This design comes from an exercise in tuning for small area, a short achievable clock period and few clock cycles on the open sky130 flow, not from production work.
Where RTL was checked, it was by simulation tests only, not by an equivalence proof against the original.

== run A ==
// draw_subsystem
module draw_subsystem(
    input               clk,
    input               rst_,
    input  [51:0]       line_op,
    input               line_rts,
    output              line_rtr,
    input  [41:0]       circle_op,
    input               circle_rts,
    output              circle_rtr,
    output [16:0]       mem_addr,
    output [3:0]        mem_wben,
    output [31:0]       mem_wdata,
    input  [31:0]       mem_rdata,
    output              idle
    );
    wire        l_valid, l_take, l_busy;
    wire [15:0] l_grp;
    wire [7:0]  l_mask;
    wire [11:0] l_col;
    wire        c_valid, c_take, c_busy;
    wire [15:0] c_grp;
    wire [7:0]  c_mask;
    wire [11:0] c_col;
    wire        m_busy;
    reg busy_q;
    assign idle = !busy_q;
    always @(posedge clk or negedge rst_) begin
        if (!rst_)
            busy_q <= 1'b0;
        else
            busy_q <= l_busy || c_busy || m_busy
                   || (line_rts && line_rtr) || (circle_rts && circle_rtr);
    end
    line_drawer ld (
  ...
Size: about 1,800 cells after synthesis, about 260 flip-flops, roughly 190 I/O pins.
Settings: LEC_CHECK=0, CAP_MARGIN=20, CORE_MARGIN=2, CORE_UTILIZATION=40, CTS_CLUSTER_DIAMETER=100, CTS_CLUSTER_SIZE=20, SLEW_MARGIN=20; clock period 10.0 ns.
standard.sh (not shown) runs the stock make flow with config.mk's settings and CLKGATE_MAP_FILE= SYNTH_SCRIPT=/design/flow/synth_recipe.tcl, a recipe that flattens the netlist after the stock synthesis.
==> flow/flow/run.sh <==
#!/bin/bash
# The standard layout (standard.sh) with two repair settings changed:
#  - the port buffers are sky130_fd_sc_hd__buf_1 (buffer_ports picks
#    clkdlybuf4s50_1 by default, a slow delay cell);
set -euo pipefail
sed "s|CLKGATE_MAP_FILE= |CLKGATE_MAP_FILE= SETUP_SLACK_MARGIN=6.8 'BUFFER_PORTS_ARGS=-buffer_cell sky130_fd_sc_hd__buf_1' |" standard.sh > standard_tuned.sh
bash standard_tuned.sh > flow.log 2>&1
Relative to run A, the following input files were edited for run B:
diff --git a/flow/config.mk b/flow/config.mk
--- a/flow/config.mk
+++ b/flow/config.mk
@@ -11,3 +11,4 @@
 export CTS_CLUSTER_DIAMETER = 100
 export CTS_CLUSTER_SIZE = 20
+export GPL_TIMING_DRIVEN = 0
 export SLEW_MARGIN = 20
Path depth of the worst reg2reg path: lower on run A. Going from run A to run B, routed wire length grew by a few percent. Relative to run A, the utilization of run B is higher by 0.47 points.
[inputs] run C vs run B
==> flow/flow/run.sh <==
#!/bin/bash
# The standard layout (standard.sh) with two repair settings changed:
#  - the port buffers are sky130_fd_sc_hd__buf_1 (buffer_ports picks
#    clkdlybuf4s50_1 by default, a slow delay cell);
set -euo pipefail
sed "s|CLKGATE_MAP_FILE= |CLKGATE_MAP_FILE= SETUP_SLACK_MARGIN=7 'BUFFER_PORTS_ARGS=-buffer_cell sky130_fd_sc_hd__buf_1' |" standard.sh > standard_tuned.sh
bash standard_tuned.sh > flow.log 2>&1
diff --git a/flow/config.mk b/flow/config.mk
--- a/flow/config.mk
+++ b/flow/config.mk
@@ -11,4 +11,3 @@
 export CTS_CLUSTER_DIAMETER = 100
 export CTS_CLUSTER_SIZE = 20
-export GPL_TIMING_DRIVEN = 0
 export SLEW_MARGIN = 20
Findings:
Run C finished all stages; the layout is clean.
Run B and run C ended up with roughly the same hold slack.
Final instance count without filler cells: lower on run B
[compare] base=run B new=run C: ratio of final minimum period to clock period -1.4 points.
Run C vs run B: placed cell count down
Of run C and run B, run C shows the higher number of buffers created by CTS, with run B below it.
Going from run B to run C, ratio of cells with drive above 1 in the final layout moved up; final area moved up.
No run of this note included a check of the RTL's function; only the layout flow was run.

* * *

v6:
draw_subsystem, a different RTL version from the one above (not shown whole).
For scale: about 1500 cells after synthesis, about 250 flip-flops.
==> flow/config.mk <==
export PLATFORM = sky130hd
export DESIGN_NAME = draw_subsystem
export DESIGN_NICKNAME = draw_subsystem
export VERILOG_FILES = /design/flow/design.v
export SDC_FILE = /design/flow/constraint.sdc
export NUM_CORES = 4
export LEC_CHECK = 0
export CAP_MARGIN = 20
export CORE_MARGIN = 2
export CORE_UTILIZATION = 40
export CTS_CLUSTER_DIAMETER = 100
export CTS_CLUSTER_SIZE = 20
export SLEW_MARGIN = 20
==> flow/constraint.sdc <==
create_clock -name core_clock -period 10.0 [get_ports {clk}]
set_input_delay 2.0000 -clock core_clock [delete_from_list [all_inputs] [get_ports {clk}]]
set_output_delay 2.0000 -clock core_clock [all_outputs]
set_load 0.01 [all_outputs]
==> flow/flow/run.sh <==
#!/bin/bash
# The standard layout (standard.sh) with two repair settings changed:
#  - the port buffers are sky130_fd_sc_hd__buf_1 (buffer_ports picks
#    clkdlybuf4s50_1 by default, a slow delay cell);
set -euo pipefail
sed "s|CLKGATE_MAP_FILE= |CLKGATE_MAP_FILE= SETUP_SLACK_MARGIN=6.6 'BUFFER_PORTS_ARGS=-buffer_cell sky130_fd_sc_hd__buf_1' |" standard.sh > standard_tuned.sh
bash standard_tuned.sh > flow.log 2>&1
v6 | status: complete | timing, DRC, antenna: pass
Testbench counts of v6, summed over its fixed seeds: cycles 94,780.
> inputs changed (v6 -> v7)
==> flow/flow/run.sh <==
#!/bin/bash
# The standard layout (standard.sh) with two repair settings changed:
#  - the port buffers are sky130_fd_sc_hd__buf_1 (buffer_ports picks
#    clkdlybuf4s50_1 by default, a slow delay cell);
set -euo pipefail
sed "s|CLKGATE_MAP_FILE= |CLKGATE_MAP_FILE= SETUP_SLACK_MARGIN=6.8 'BUFFER_PORTS_ARGS=-buffer_cell sky130_fd_sc_hd__buf_1' |" standard.sh > standard_tuned.sh
bash standard_tuned.sh > flow.log 2>&1
Against v6 as the reference, v7 delivers a higher final wirelength.
Comparing register-to-register slack for v7 and v6, the bigger number came from v7.
Delta (v7 minus v6): clock skew up 19 ps, clock tree buffer count of the final layout up 1, post-CTS repair timing setup buffer count up 2.
| overall via count from detail_route | v7 vs v6 | worse |
Looking at v7 and v6, the overall global routing resource usage is a wash.
v7 against v6: maximum clock frequency now sits higher.

* * *

== the reference run ==
draw_subsystem, a different RTL version from the one above (not shown whole).
For scale: roughly 190 I/O pins, roughly 20,000 um2 of cells after synthesis.
Design draw_subsystem, start of the top module:
module draw_subsystem(
    input               clk,
    input               rst_,
    input  [51:0]       line_op,
    input               line_rts,
    output              line_rtr,
    input  [41:0]       circle_op,
    input               circle_rts,
    output              circle_rtr,
    output [16:0]       mem_addr,
    output [3:0]        mem_wben,
    output [31:0]       mem_wdata,
    input  [31:0]       mem_rdata,
    output              idle
    );
==> flow/config.mk <==
export PLATFORM = sky130hd
export DESIGN_NAME = draw_subsystem
export DESIGN_NICKNAME = draw_subsystem
export VERILOG_FILES = /design/flow/design.v
export SDC_FILE = /design/flow/constraint.sdc
export NUM_CORES = 4
export LEC_CHECK = 0
export CAP_MARGIN = 20
export CORE_MARGIN = 2
export CORE_UTILIZATION = 40
export CTS_CLUSTER_DIAMETER = 100
export CTS_CLUSTER_SIZE = 20
export SLEW_MARGIN = 20
==> flow/constraint.sdc <==
create_clock -name core_clock -period 10.0 [get_ports {clk}]
set_input_delay 2.0000 -clock core_clock [delete_from_list [all_inputs] [get_ports {clk}]]
set_output_delay 2.0000 -clock core_clock [all_outputs]
set_load 0.01 [all_outputs]
==> flow/flow/run.sh <==
#!/bin/bash
# The standard layout (standard.sh) with two repair settings changed:
#  - the port buffers are sky130_fd_sc_hd__buf_2 (buffer_ports picks
#    clkdlybuf4s50_1 by default, a slow delay cell);
set -euo pipefail
sed "s|CLKGATE_MAP_FILE= |CLKGATE_MAP_FILE= SETUP_SLACK_MARGIN=6.8 'BUFFER_PORTS_ARGS=-buffer_cell sky130_fd_sc_hd__buf_2' |" standard.sh > standard_tuned.sh
bash standard_tuned.sh > flow.log 2>&1
Testbench counts of the reference run, summed over its fixed seeds: cycles 95,149.
Inputs modified between the reference run and the trial run:
==> flow/flow/run.sh <==
#!/bin/bash
# The standard layout (standard.sh) with two repair settings changed:
#  - the port buffers are sky130_fd_sc_hd__buf_1 (buffer_ports picks
#    clkdlybuf4s50_1 by default, a slow delay cell);
set -euo pipefail
sed "s|CLKGATE_MAP_FILE= |CLKGATE_MAP_FILE= SETUP_SLACK_MARGIN=6.8 'BUFFER_PORTS_ARGS=-buffer_cell sky130_fd_sc_hd__buf_1' |" standard.sh > standard_tuned.sh
bash standard_tuned.sh > flow.log 2>&1
[summary]
- The trial run was carried through to the last stage, and its layout satisfied the timing, DRC and antenna checks.
- From the trial run to the reference run, maximum clock insertion buffer count did not move at all.
- Taking the reference run as the reference, in the trial run hold slack has increased, relative max-transition margin shrank by 3.4 points.

* * *

Another version of the RTL of draw_subsystem (not shown whole).
For scale: ~2,000 cells after synthesis, ~300 flip-flops, roughly 190 I/O pins, about 20,000 um^2 of cells after synthesis.
Design draw_subsystem, start of the top module:
module draw_subsystem(
    input               clk,
    input               rst_,
    input  [51:0]       line_op,
    input               line_rts,
    output              line_rtr,
    input  [41:0]       circle_op,
    input               circle_rts,
    output              circle_rtr,
    output [16:0]       mem_addr,
    output [3:0]        mem_wben,
    output [31:0]       mem_wdata,
    input  [31:0]       mem_rdata,
    output              idle
    );
    wire        l_valid, l_take, l_busy;
    wire [16:0] l_addr;
    wire [7:0]  l_mask;
    wire [11:0] l_col;
    wire        c_valid, c_take, c_busy;
    wire [16:0] c_addr;
    wire [7:0]  c_mask;
    wire [11:0] c_col;
    wire        m_busy;
    reg busy_q;
    assign idle = !busy_q;
    always @(posedge clk or negedge rst_) begin
        if (!rst_)
            busy_q <= 1'b0;
        else
            busy_q <= l_busy || c_busy || m_busy
                   || (line_rts && line_rtr) || (circle_rts && circle_rtr);
    end
    line_drawer ld (
        .clk(clk), .rst_(rst_),
        .in_op(line_op), .in_rts(line_rts), .in_rtr(line_rtr),
        .v_valid(l_valid), .v_addr(l_addr), .v_mask(l_mask), .v_col(l_col),
        .v_take(l_take), .busy(l_busy)
    );
    circle_drawer cd (
        .clk(clk), .rst_(rst_),
        .in_op(circle_op), .in_rts(circle_rts), .in_rtr(circle_rtr),
        .v_valid(c_valid), .v_addr(c_addr), .v_mask(c_mask), .v_col(c_col),
        .v_take(c_take), .busy(c_busy)
    );
    read_modify_write_engine rmw (
        .clk(clk), .rst_(rst_),
  ...
Settings: LEC_CHECK=0, CAP_MARGIN=20, CORE_MARGIN=2, CORE_UTILIZATION=40, CTS_CLUSTER_DIAMETER=100, CTS_CLUSTER_SIZE=20, SLEW_MARGIN=20; clock period 10.0 ns.
==> flow/flow/run.sh <==
#!/bin/bash
# The standard layout (standard.sh) with two repair settings changed:
#  - the port buffers are sky130_fd_sc_hd__buf_1 (buffer_ports picks
#    clkdlybuf4s50_1 by default, a slow delay cell);
set -euo pipefail
sed "s|CLKGATE_MAP_FILE= |CLKGATE_MAP_FILE= SETUP_SLACK_MARGIN=6.5 'BUFFER_PORTS_ARGS=-buffer_cell sky130_fd_sc_hd__buf_1' |" standard.sh > standard_tuned.sh
bash standard_tuned.sh > flow.log 2>&1
The first run completed with no timing, DRC or antenna violations.
Testbench counts at the start, summed over its fixed seeds: cycles 95,149.
Rerun with:
--- a/flow/flow/run.sh
+++ b/flow/flow/run.sh
@@ -6 +6 @@
-sed "s|CLKGATE_MAP_FILE= |CLKGATE_MAP_FILE= SETUP_SLACK_MARGIN=6.5 'BUFFER_PORTS_ARGS=-buffer_cell sky130_fd_sc_hd__buf_1' |" standard.sh > standard_tuned.sh
+sed "s|CLKGATE_MAP_FILE= |CLKGATE_MAP_FILE= SETUP_SLACK_MARGIN=7.2 'BUFFER_PORTS_ARGS=-buffer_cell sky130_fd_sc_hd__buf_1' |" standard.sh > standard_tuned.sh
TNS_END_PERCENT = 10   (was unset)
The new run completed with no timing, DRC or antenna violations.
Core utilization grows by 1.8 points.
Worst hold slack is worse by 14 ps.
Wire length grows by about 3.6%.
Setup slack is better by 240 ps.
Clock skew shrinks by 17 ps.
Synthesized area is unchanged.
Cell area grows by 4.1%.
Via count is about the same.
Rerun with:
--- a/flow/flow/run.sh
+++ b/flow/flow/run.sh
@@ -6 +6 @@
-sed "s|CLKGATE_MAP_FILE= |CLKGATE_MAP_FILE= SETUP_SLACK_MARGIN=7.2 'BUFFER_PORTS_ARGS=-buffer_cell sky130_fd_sc_hd__buf_1' |" standard.sh > standard_tuned.sh
+sed "s|CLKGATE_MAP_FILE= |CLKGATE_MAP_FILE= SETUP_SLACK_MARGIN=7 'BUFFER_PORTS_ARGS=-buffer_cell sky130_fd_sc_hd__buf_1' |" standard.sh > standard_tuned.sh
Effect: Setup slack degrades by 62 ps; critical path depth is higher by 1; wire length is lower by 2.5%; die area is unchanged; area after synthesis is unchanged.
Rerun with:
--- a/flow/flow/run.sh
+++ b/flow/flow/run.sh
@@ -6 +6 @@
-sed "s|CLKGATE_MAP_FILE= |CLKGATE_MAP_FILE= SETUP_SLACK_MARGIN=7 'BUFFER_PORTS_ARGS=-buffer_cell sky130_fd_sc_hd__buf_1' |" standard.sh > standard_tuned.sh
+sed "s|CLKGATE_MAP_FILE= |CLKGATE_MAP_FILE= SETUP_SLACK_MARGIN=6.8 'BUFFER_PORTS_ARGS=-buffer_cell sky130_fd_sc_hd__buf_1' |" standard.sh > standard_tuned.sh
Outcome: First-iteration DRC count increases by about a fifth. Via count stays flat. Design area goes down slightly. Global-route usage barely changes. Die area does not change. Routed wire length stays flat. Sequential cell count stays the same. Setup slack loses 110 ps.
Rerun with:
TNS_END_PERCENT = unset   (was 10)
The new run ran to the end with no violations.
Flip-flop and latch count is unchanged.
Synthesized cell count is unchanged.
Final area went up slightly.
Synthesized area stays the same.
Die area stays the same.
Setup slack improves by 130 ps.

==> port drivers added, routing unchanged <==
In the flow no input, the clock included, has a driving cell. The finished layouts below were timed again as built, in two steps. Step 1: set_driving_cell puts a clkbuf_16 on clk and a buf_2 on each other input, an assumption about the parent block. Step 2, shift: input delay + t, output delay - t, t = (earliest + latest rising clock arrival at the registers) / 2. This alone moves slack from input paths to output paths. Slacks: no drivers / after step 1 / after step 2; pairs: no drivers / after step 1.
run	shift t [ns]	slack for setup (ns)	worst setup path at the end	slew at the worst register clock pin (ns)
run A	0.591	6.783 / 6.768 / 6.390	input to register	0.09 / 0.09
run B	0.578	6.696 / 6.696 / 6.356	input to register	0.10 / 0.10
run C	0.575	6.835 / 6.818 / 6.490	input to register	0.09 / 0.09
v6	0.570	6.696 / 6.685 / 6.229	input to register	0.09 / 0.09
v7	0.569	6.826 / 6.806 / 6.431	input to register	0.09 / 0.09
the reference run	0.592	6.852 / 6.795 / 6.386	input to register	0.10 / 0.10
the trial run	0.591	6.843 / 6.786 / 6.309	input to register	0.10 / 0.10
the first run of note 4	0.609	6.646 / 6.646 / 6.291	input to register	0.09 / 0.09
the second run of note 4	0.583	6.887 / 6.828 / 6.718	input to register	0.09 / 0.09
the third run of note 4	0.612	6.825 / 6.760 / 6.503	input to register	0.09 / 0.09
the fourth run of note 4	0.603	6.710 / 6.652 / 6.332	input to register	0.10 / 0.10
the fifth run of note 4	0.603	6.841 / 6.786 / 6.273	input to register	0.10 / 0.10
After both steps setup and hold are still met in every run listed. For the fifth run of note 4, which loses most, drivers alone change the setup slack by -0.055 ns; drivers and shift together by -0.568 ns.
